This design comes from an exercise in tuning for small area, a short achievable clock period and few clock cycles per item on the open sky130 flow, not from production work.
Where RTL was checked, it was by simulation tests only, not by an equivalence proof against the original.

==> flow/design.v (excerpt) <==
module hyperbolic_exp_cordic (
    input rstn,
    input clk,
    input signed [NUM_W - 1:0] z0,
    input in_valid,
    output in_ready,
    output reg signed [NUM_W - 1:0] w,
    output reg out_valid,
    input out_ready
);
export LEC_CHECK = 0
export CAP_MARGIN = 20
export CORE_MARGIN = 2
export CORE_UTILIZATION = 40
export SETUP_SLACK_MARGIN = 2.0
export SLEW_MARGIN = 20
create_clock -name core_clock -period 5.5 [get_ports {clk}]
run.sh (not shown) runs the stock make flow with config.mk's settings and CLKGATE_MAP_FILE= SYNTH_SCRIPT=/design/flow/synth_recipe.tcl, a recipe that flattens the netlist after the stock synthesis.
Change:
==> flow/flow/run.sh (new file) <==
#!/bin/bash
# Standard layout, logging each tool's output to its own file here.
set -euo pipefail
bash standard.sh > standard.log 2>&1
==> flow/standard.sh (new file) <==
#!/bin/bash
# synth_recipe.tcl (not shown) runs the flow's synth.tcl, then flattens the netlist and writes it again
# the make line also repeats each setting of config.mk as NAME=value (left out here)
make -C /OpenROAD-flow-scripts/flow DESIGN_CONFIG=/design/flow/config.mk WORK_HOME=/design/flow/orfs CLKGATE_MAP_FILE= SYNTH_SCRIPT=/design/flow/synth_recipe.tcl "${@:-finish}"
--- a/flow/config.mk
+++ b/flow/config.mk
@@ -9,4 +9,4 @@
 export CORE_MARGIN = 2
 export CORE_UTILIZATION = 40
-export SETUP_SLACK_MARGIN = 2.0
+export SETUP_SLACK_MARGIN = 2.5
 export SLEW_MARGIN = 20
removed: flow/run.sh
Utilization rises by 1.3 points.
Flip-flop and latch count stays the same.
Cell count increases by 2.1%.
Worst setup slack improved by 350 ps.
Synthesized area stays the same.
Change:
==> flow/run.sh (new file) <==
#!/bin/bash
# synth_recipe.tcl (not shown) runs the flow's synth.tcl, then flattens the netlist and writes it again
# the make line also repeats each setting of config.mk as NAME=value (left out here)
make -C /OpenROAD-flow-scripts/flow DESIGN_CONFIG=/design/flow/config.mk WORK_HOME=/design/flow/orfs CLKGATE_MAP_FILE= SYNTH_SCRIPT=/design/flow/synth_recipe.tcl finish
removed: flow/flow/run.sh
removed: flow/standard.sh
Sequential share of layout area does not change.
Sequential cell count stays the same.
Fmax is unchanged.
Wire length is unchanged.
Global-route usage stays the same.
No run of this note included a check of the RTL's function; only the layout flow was run.

---

Another version of the RTL of hyperbolic_exp_cordic (not shown whole).
For scale: about 1900 cells after synthesis, about 38 I/O pins.
==> flow/design.v (excerpt) <==
module hyperbolic_exp_cordic (
    input rstn,
    input clk,
    input signed [NUM_W - 1:0] z0,
    input in_valid,
    output in_ready,
    output reg signed [NUM_W - 1:0] w,
    output reg out_valid,
    input out_ready
);
Settings: LEC_CHECK=0, ABC_AREA=1, CAP_MARGIN=20, CORE_MARGIN=2, CORE_UTILIZATION=40, CTS_CLUSTER_DIAMETER=100, CTS_CLUSTER_SIZE=30, SETUP_SLACK_MARGIN=2.5, SLEW_MARGIN=20; clock period 5.5 ns.
Stock flow here: none of the scripts above is used.
Testbench counts at the start, summed over its fixed seeds: cycles 1,120, items 1,024.
Change:
CTS_CLUSTER_DIAMETER = unset   (was 100)
CTS_CLUSTER_SIZE = unset   (was 30)
After rerunning: The changed run completed with no timing, DRC or antenna violations; worst setup slack gets worse by 22 ps; first-iteration DRC count increases slightly.
Change:
CORE_UTILIZATION = 50   (was 40)
CTS_CLUSTER_DIAMETER = 100   (was unset)
CTS_CLUSTER_SIZE = 30   (was unset)
After rerunning: Routed wire length went down by 3.0%; via count shrinks by 0.36%; final cell count went down by 4.5%; synthesized area stays the same; critical path depth goes up by 8; first-iteration DRC count fell by 12%; cell area falls by 2.2%; setup slack degrades by 100 ps.
Change:
CORE_UTILIZATION = 40   (was 50)
CTS_CLUSTER_DIAMETER = unset   (was 100)
CTS_CLUSTER_SIZE = unset   (was 30)
SETUP_SLACK_MARGIN = 2.7   (was 2.5)
The new run completed without violations.
Area after synthesis is unchanged.
Global-route usage drops by 3.3 points.
Synthesized cell count does not change.
Non-clock buffer count climbs by 44.
Wire length climbs by 8.7%.
Cell area climbs by 8.2%.
Die area climbs by 24%.
Cell count climbs by 6.9%.
Critical path depth drops by 1.
Via count climbs by 4.1%.
Change:
CTS_CLUSTER_DIAMETER = 100   (was unset)
CTS_CLUSTER_SIZE = 30   (was unset)
SETUP_SLACK_MARGIN = 2.5   (was 2.7)
TNS_END_PERCENT = 5   (was unset)
Wire length came out lower by a few percent.
Hold slack is better by 15 ps.
Area after synthesis is unchanged.
Fmax drops by roughly a tenth.
Setup slack is worse by 280 ps.
Cell area falls by a little under a tenth.
Critical path depth went down by 9.
Final cell count fell by a few percent.
Sequential cell count is unchanged.
Global-route usage fell by 1.1 points.
Change:
ABC_AREA = unset   (was 1)
CTS_CLUSTER_DIAMETER = unset   (was 100)
CTS_CLUSTER_SIZE = unset   (was 30)
TNS_END_PERCENT = unset   (was 5)
=> The new run completed without violations. Clock skew came out lower by 4.0 ps. Setup slack gets worse by 380 ps. Critical path depth came out higher by 10. Synthesized area came out higher by 4.8%. Final cell count came out higher by 3.3%. First-iteration DRC count came out higher by 7.9%.

---

Another version of the RTL of hyperbolic_exp_cordic (not shown whole).
Size: roughly 280 flip-flops, ~38 I/O pins, ~18,000 um2 of cells after synthesis.
export LEC_CHECK = 0
export CAP_MARGIN = 20
export CORE_MARGIN = 2
export CORE_UTILIZATION = 40
export SETUP_SLACK_MARGIN = 2.5
export SLEW_MARGIN = 20
create_clock -name core_clock -period 5.5 [get_ports {clk}]
The baseline finished clean.
Next try:
Settings changed: CORE_UTILIZATION 40 to 60.
- via count grows by a few percent
- flip-flop and latch count stays the same
- design area grows slightly
Function was not checked in any run of this note: the RTL went through the layout flow alone.

---

Setup of build 18:
hyperbolic_exp_cordic, a different RTL version from the one above (not shown whole).
Size in the first run: ~2000 cells after synthesis, ~38 I/O pins, about 22000 um^2 of cells after synthesis.
## hyperbolic_exp_cordic
module hyperbolic_exp_cordic (
    input rstn,
    input clk,
    input signed [NUM_W - 1:0] z0,
    input in_valid,
    output in_ready,
    output reg signed [NUM_W - 1:0] w,
    output reg out_valid,
    input out_ready
);
Settings: LEC_CHECK=0, CAP_MARGIN=20, CORE_MARGIN=2, CORE_UTILIZATION=40, SETUP_SLACK_MARGIN=2.5, SLEW_MARGIN=20; clock period 5.5 ns.
#### Input delta (build 45 over build 18)
- changing SETUP_SLACK_MARGIN from 2.5 to 3.5
Findings:
Min fraction of area in registers across build 45 and build 18: build 45. The capture point of the worst path comes out z_1[11]$_DFFE_PP_ in one run and z_1[9]$_DFFE_PP_ in the other, namely in build 18 and build 45 respectively. Comparing build 45 and build 18, the higher final critical-path required period is on build 18. Sort build 45 and build 18 by global-route usage desc -> top: build 45. When build 45 is set beside build 18, its global-route wire length before repair turns out to be 9200 um larger.
--- input diff build 45..build 50 ---
- a change of SETUP_SLACK_MARGIN from 3.5 to 3.0
Results
- Build 50 has completed all stages; timing, DRC and antenna checks passed.
- Comparing build 45 against build 50, there is no change at all in synthesized-area fraction occupied by ao, oa, aoi and oai cells.
- For build 50, the endpoint of the most critical setup path was z_2[0]$_DFFE_PP_, unlike build 45, where it was z_1[9]$_DFFE_PP_.
- Half-perimeter wire length after placement of build 50 falls short of that of build 45 slightly.
- Comparing build 45 and build 50, final cell area excluding filler cells is lower on build 50.
- In the flow results for build 45 and build 50, the layout overhead on the synthesized area is larger on build 45.
- Area used by multi-input combinational logic was lower in the run labelled build 50.
- Against build 45, first-iteration DRC count in build 50 came out better.
No functional check of the RTL was part of any run of this note.

---

The RTL this note starts from:
==> flow/design.v <==
module hyperbolic_exp_cordic (
    input rstn,
    input clk,
    input signed [NUM_W - 1:0] z0,
    input in_valid,
    output in_ready,
    output reg signed [NUM_W - 1:0] w,
    output reg out_valid,
    input out_ready
);
    localparam NUM_W = 16;
    wire adv = !out_valid || out_ready;
    assign in_ready = adv;
    function [15:0] w_init(input [5:0] d);
        case (d)
            6'd0: w_init = 16'd48582;
            6'd1: w_init = 16'd16192;
            6'd2: w_init = 16'd29148;
            6'd3: w_init = 16'd9715;
            6'd4: w_init = 16'd37787;
            6'd5: w_init = 16'd12595;
            6'd6: w_init = 16'd22672;
            6'd7: w_init = 16'd7557;
            6'd8: w_init = 16'd42867;
            6'd9: w_init = 16'd14289;
            6'd10: w_init = 16'd25721;
            6'd11: w_init = 16'd8573;
            6'd12: w_init = 16'd33342;
            6'd13: w_init = 16'd11114;
            6'd14: w_init = 16'd20005;
            6'd15: w_init = 16'd6669;
            6'd16: w_init = 16'd42867;
            6'd17: w_init = 16'd14289;
            6'd18: w_init = 16'd25720;
            6'd19: w_init = 16'd8572;
            6'd20: w_init = 16'd33342;
            6'd21: w_init = 16'd11114;
            6'd22: w_init = 16'd20005;
            6'd23: w_init = 16'd6668;
            6'd24: w_init = 16'd37824;
            6'd25: w_init = 16'd12608;
            6'd26: w_init = 16'd22695;
            6'd27: w_init = 16'd7565;
            6'd28: w_init = 16'd29421;
            6'd29: w_init = 16'd9807;
            6'd30: w_init = 16'd17651;
            6'd31: w_init = 16'd5885;
            6'd32: w_init = 16'd45638;
            6'd33: w_init = 16'd15212;
            6'd34: w_init = 16'd27382;
            6'd35: w_init = 16'd9127;
            6'd36: w_init = 16'd35497;
            6'd37: w_init = 16'd11833;
            6'd38: w_init = 16'd21298;
            6'd39: w_init = 16'd7099;
            6'd40: w_init = 16'd40269;
            6'd41: w_init = 16'd13423;
            6'd42: w_init = 16'd24163;
            6'd43: w_init = 16'd8055;
            6'd44: w_init = 16'd31322;
            6'd45: w_init = 16'd10442;
            6'd46: w_init = 16'd18793;
            6'd47: w_init = 16'd6265;
            6'd48: w_init = 16'd40269;
            6'd49: w_init = 16'd13423;
            6'd50: w_init = 16'd24162;
            6'd51: w_init = 16'd8054;
            6'd52: w_init = 16'd31322;
            6'd53: w_init = 16'd10442;
            6'd54: w_init = 16'd18793;
            6'd55: w_init = 16'd6264;
            6'd56: w_init = 16'd35532;
            6'd57: w_init = 16'd11844;
            6'd58: w_init = 16'd21321;
            6'd59: w_init = 16'd7107;
            6'd60: w_init = 16'd27639;
            6'd61: w_init = 16'd9213;
            6'd62: w_init = 16'd16583;
            6'd63: w_init = 16'd5529;
            default: w_init = 16'd0;
        endcase
    endfunction
    reg v0;
    reg [15:0] z_0;
    reg d1_0;
    wire s0_d1 = z0[15] ? (z0 < -16'sd9000) : (z0 < 16'sd9000);
    always @(posedge clk) if (!rstn) v0 <= 1'b0; else if (adv) v0 <= in_valid;
    always @(posedge clk) if (adv) begin z_0 <= z0; d1_0 <= s0_d1; end
    reg v1;
    reg [13:0] z_1;
    reg [1:0] d_1;
    wire s1_d0 = z_0[15];
    wire [15:0] s1_c = s1_d0 ? (d1_0 ? 16'd13185 : 16'd4815) : (d1_0 ? -16'd4815 : -16'd13185);
    wire [15:0] s1_z2 = z_0 + s1_c;
    wire s1_ovf = s1_z2[15:13] != {3{s1_z2[15]}};
    wire [13:0] s1_zs = s1_ovf ? {s1_z2[15], {13{~s1_z2[15]}}} : s1_z2[13:0];
    always @(posedge clk) if (!rstn) v1 <= 1'b0; else if (adv) v1 <= v0;
    always @(posedge clk) if (adv) begin z_1 <= s1_zs; d_1 <= {d1_0, s1_d0}; end
    reg v2;
    reg [12:0] z_2;
    reg [2:0] d_2;
    wire s2_d2 = z_1[13];
    wire [13:0] s2_z3 = s2_d2 ? z_1 + 14'd2059 : z_1 - 14'd2059;
    wire s2_ovf = s2_z3[13:12] != {2{s2_z3[13]}};
    wire [12:0] s2_zs = s2_ovf ? {s2_z3[13], {12{~s2_z3[13]}}} : s2_z3[12:0];
    always @(posedge clk) if (!rstn) v2 <= 1'b0; else if (adv) v2 <= v1;
    always @(posedge clk) if (adv) begin z_2 <= s2_zs; d_2 <= {s2_d2, d_1}; end
    reg v3;
    reg [12:0] z_3;
    reg [3:0] d_3;
    wire s3_d3 = z_2[12];
    wire [12:0] s3_z4 = s3_d3 ? z_2 + 13'd1025 : z_2 - 13'd1025;
    always @(posedge clk) if (!rstn) v3 <= 1'b0; else if (adv) v3 <= v2;
    always @(posedge clk) if (adv) begin z_3 <= s3_z4[12:0]; d_3 <= {s3_d3, d_2}; end
    reg v4;
    reg [15:0] w_4;
    reg [9:0] d_4;
    wire s4_d4 = z_3[12];
    wire [12:0] s4_z5 = s4_d4 ? z_3 + 13'd1025 : z_3 - 13'd1025;
    wire s4_sg = s4_z5[12];
    wire s4_ok = s4_z5[12:10] == {3{s4_sg}};
    wire [10:0] s4_d = s4_ok ? {s4_z5[1], ~s4_z5[1], ~s4_z5[2], ~s4_z5[3], ~s4_z5[4], ~s4_z5[5], ~s4_z5[6], ~s4_z5[7], ~s4_z5[8], ~s4_z5[9], s4_sg} : {11{s4_sg}};   
    always @(posedge clk) if (!rstn) v4 <= 1'b0; else if (adv) v4 <= v3;
    always @(posedge clk) if (adv) begin w_4 <= w_init({s4_d[0], s4_d4, d_3}); d_4 <= s4_d[10:1]; end
    reg v5;
    reg [15:0] w_5;
    reg [8:0] d_5;
    always @(posedge clk) if (!rstn) v5 <= 1'b0; else if (adv) v5 <= v4;
    always @(posedge clk) if (adv) begin w_5 <= w_4 + ({16{d_4[0]}} ^ (w_4 >> 6)) + d_4[0]; d_5 <= d_4[9:1]; end
    reg v6;
    reg [15:0] w_6;
    reg [7:0] d_6;
    always @(posedge clk) if (!rstn) v6 <= 1'b0; else if (adv) v6 <= v5;
    always @(posedge clk) if (adv) begin w_6 <= w_5 + ({16{d_5[0]}} ^ (w_5 >> 7)) + d_5[0]; d_6 <= d_5[8:1]; end
    reg v7;
    reg [15:0] w_7;
    reg [6:0] d_7;
    always @(posedge clk) if (!rstn) v7 <= 1'b0; else if (adv) v7 <= v6;
    always @(posedge clk) if (adv) begin w_7 <= w_6 + ({16{d_6[0]}} ^ (w_6 >> 8)) + d_6[0]; d_7 <= d_6[7:1]; end
    reg v8;
    reg [15:0] w_8;
    reg [5:0] d_8;
    always @(posedge clk) if (!rstn) v8 <= 1'b0; else if (adv) v8 <= v7;
    always @(posedge clk) if (adv) begin w_8 <= w_7 + ({16{d_7[0]}} ^ (w_7 >> 9)) + d_7[0]; d_8 <= d_7[6:1]; end
    reg v9;
    reg [15:0] w_9;
    reg [4:0] d_9;
    always @(posedge clk) if (!rstn) v9 <= 1'b0; else if (adv) v9 <= v8;
    always @(posedge clk) if (adv) begin w_9 <= w_8 + ({16{d_8[0]}} ^ (w_8 >> 10)) + d_8[0]; d_9 <= d_8[5:1]; end
    reg v10;
    reg [15:0] w_10;
    reg [3:0] d_10;
    always @(posedge clk) if (!rstn) v10 <= 1'b0; else if (adv) v10 <= v9;
    always @(posedge clk) if (adv) begin w_10 <= w_9 + ({16{d_9[0]}} ^ (w_9 >> 11)) + d_9[0]; d_10 <= d_9[4:1]; end
    reg v11;
    reg [15:0] w_11;
    reg [2:0] d_11;
    always @(posedge clk) if (!rstn) v11 <= 1'b0; else if (adv) v11 <= v10;
    always @(posedge clk) if (adv) begin w_11 <= w_10 + ({16{d_10[0]}} ^ (w_10 >> 12)) + d_10[0]; d_11 <= d_10[3:1]; end
    reg v12;
    reg [15:0] w_12;
    reg [1:0] d_12;
    always @(posedge clk) if (!rstn) v12 <= 1'b0; else if (adv) v12 <= v11;
    always @(posedge clk) if (adv) begin w_12 <= w_11 + ({16{d_11[0]}} ^ (w_11 >> 13)) + d_11[0]; d_12 <= d_11[2:1]; end
    reg v13;
    reg [15:0] w_13;
    reg [0:0] d_13;
    always @(posedge clk) if (!rstn) v13 <= 1'b0; else if (adv) v13 <= v12;
    always @(posedge clk) if (adv) begin w_13 <= w_12 + ({16{d_12[0]}} ^ (w_12 >> 13)) + d_12[0]; d_13 <= d_12[1:1]; end
    always @(posedge clk) if (!rstn) out_valid <= 1'b0; else if (adv) out_valid <= v13;
    always @(posedge clk) if (adv) w <= w_13 + ({16{d_13[0]}} ^ (w_13 >> 14)) + d_13[0];
endmodule
export LEC_CHECK = 0
export CAP_MARGIN = 20
export CORE_MARGIN = 2
export CORE_UTILIZATION = 40
export CTS_BUF_LIST = sky130_fd_sc_hd__clkbuf_4 sky130_fd_sc_hd__clkbuf_8
export SETUP_SLACK_MARGIN = 2.5
export SLEW_MARGIN = 20
create_clock -name core_clock -period 5.5 [get_ports {clk}]
The first run finished with timing, DRC and antenna clean.
Testbench counts at the start, summed over its fixed seeds: cycles 1,144, items 1,024.
Then changed:
Settings changed: CTS_BUF_LIST sky130_fd_sc_hd__clkbuf_4 sky130_fd_sc_hd__clkbuf_8 to default.
Outcome: Sequential share of layout area is about the same; via count fell by 0.54%; clock skew fell by 0.013 ns; wire length fell by about 0.5%; design area is about the same.

## static timing again, ports no longer ideal
Ports are ideal in the flow. The routed layouts listed here were re-timed in OpenROAD.
Step 1 (the two cells are an assumption about what drives the block):
set clk [get_ports {clk}]
set_driving_cell -lib_cell sky130_fd_sc_hd__clkbuf_16 $clk
set_driving_cell -lib_cell sky130_fd_sc_hd__buf_2 [delete_from_list [all_inputs] $clk]
Step 2 times the ports against the registers' clock, not the clock port: input delays grow and output delays shrink by t, the midpoint of the rising clock arrivals with the driver on.
Three values: ideal, step 1, step 2; two values: the first two.
run | t, ns | slack for setup (ns) | worst setup path at the end | worst data-port slew with drivers (ns)
the first run of note 1 | 0.591 | 2.239 / 2.239 / 1.721 | input to register | 0.03
the second run of note 1 | 0.589 | 2.587 / 2.587 / 2.301 | input to register | 0.03
the third run of note 1 | 0.589 | 2.587 / 2.587 / 2.301 | input to register | 0.03
the first run of note 2 | 0.538 | 2.631 / 2.631 / 2.152 | input to register | 0.04
the second run of note 2 | 0.587 | 2.610 / 2.610 / 2.093 | input to register | 0.03
the third run of note 2 | 0.535 | 2.507 / 2.507 / 2.231 | input to register | 0.04
the fourth run of note 2 | 0.599 | 2.732 / 2.713 / 2.273 | input to register | 0.05
the fifth run of note 2 | 0.538 | 2.452 / 2.431 / 2.114 | input to register | 0.04
the sixth run of note 2 | 0.631 | 2.076 / 2.076 / 1.731 | input to register | 0.04
the first run of note 3 | 0.592 | 1.994 / 1.994 / 1.474 | input to register | 0.18
the second run of note 3 | 0.599 | 1.948 / 1.948 / 1.356 | input to register | 0.16
build 18 | 0.595 | 2.459 / 2.459 / 2.459 | register to register | 0.11
build 45 | 0.599 | 2.699 / 2.699 / 2.699 | register to register | 0.04
build 50 | 0.615 | 2.724 / 2.724 / 2.489 | input to register | 0.04
the first run of note 5 | 0.663 | 2.525 / 2.525 / 2.525 | register to register | 0.03
the second run of note 5 | 0.589 | 2.587 / 2.587 / 2.301 | input to register | 0.03
After both steps every run listed still meets setup and hold. The setup slack of the second run of note 3, which loses most, moves by 0.000 ns with the drivers and by -0.592 ns with both steps.
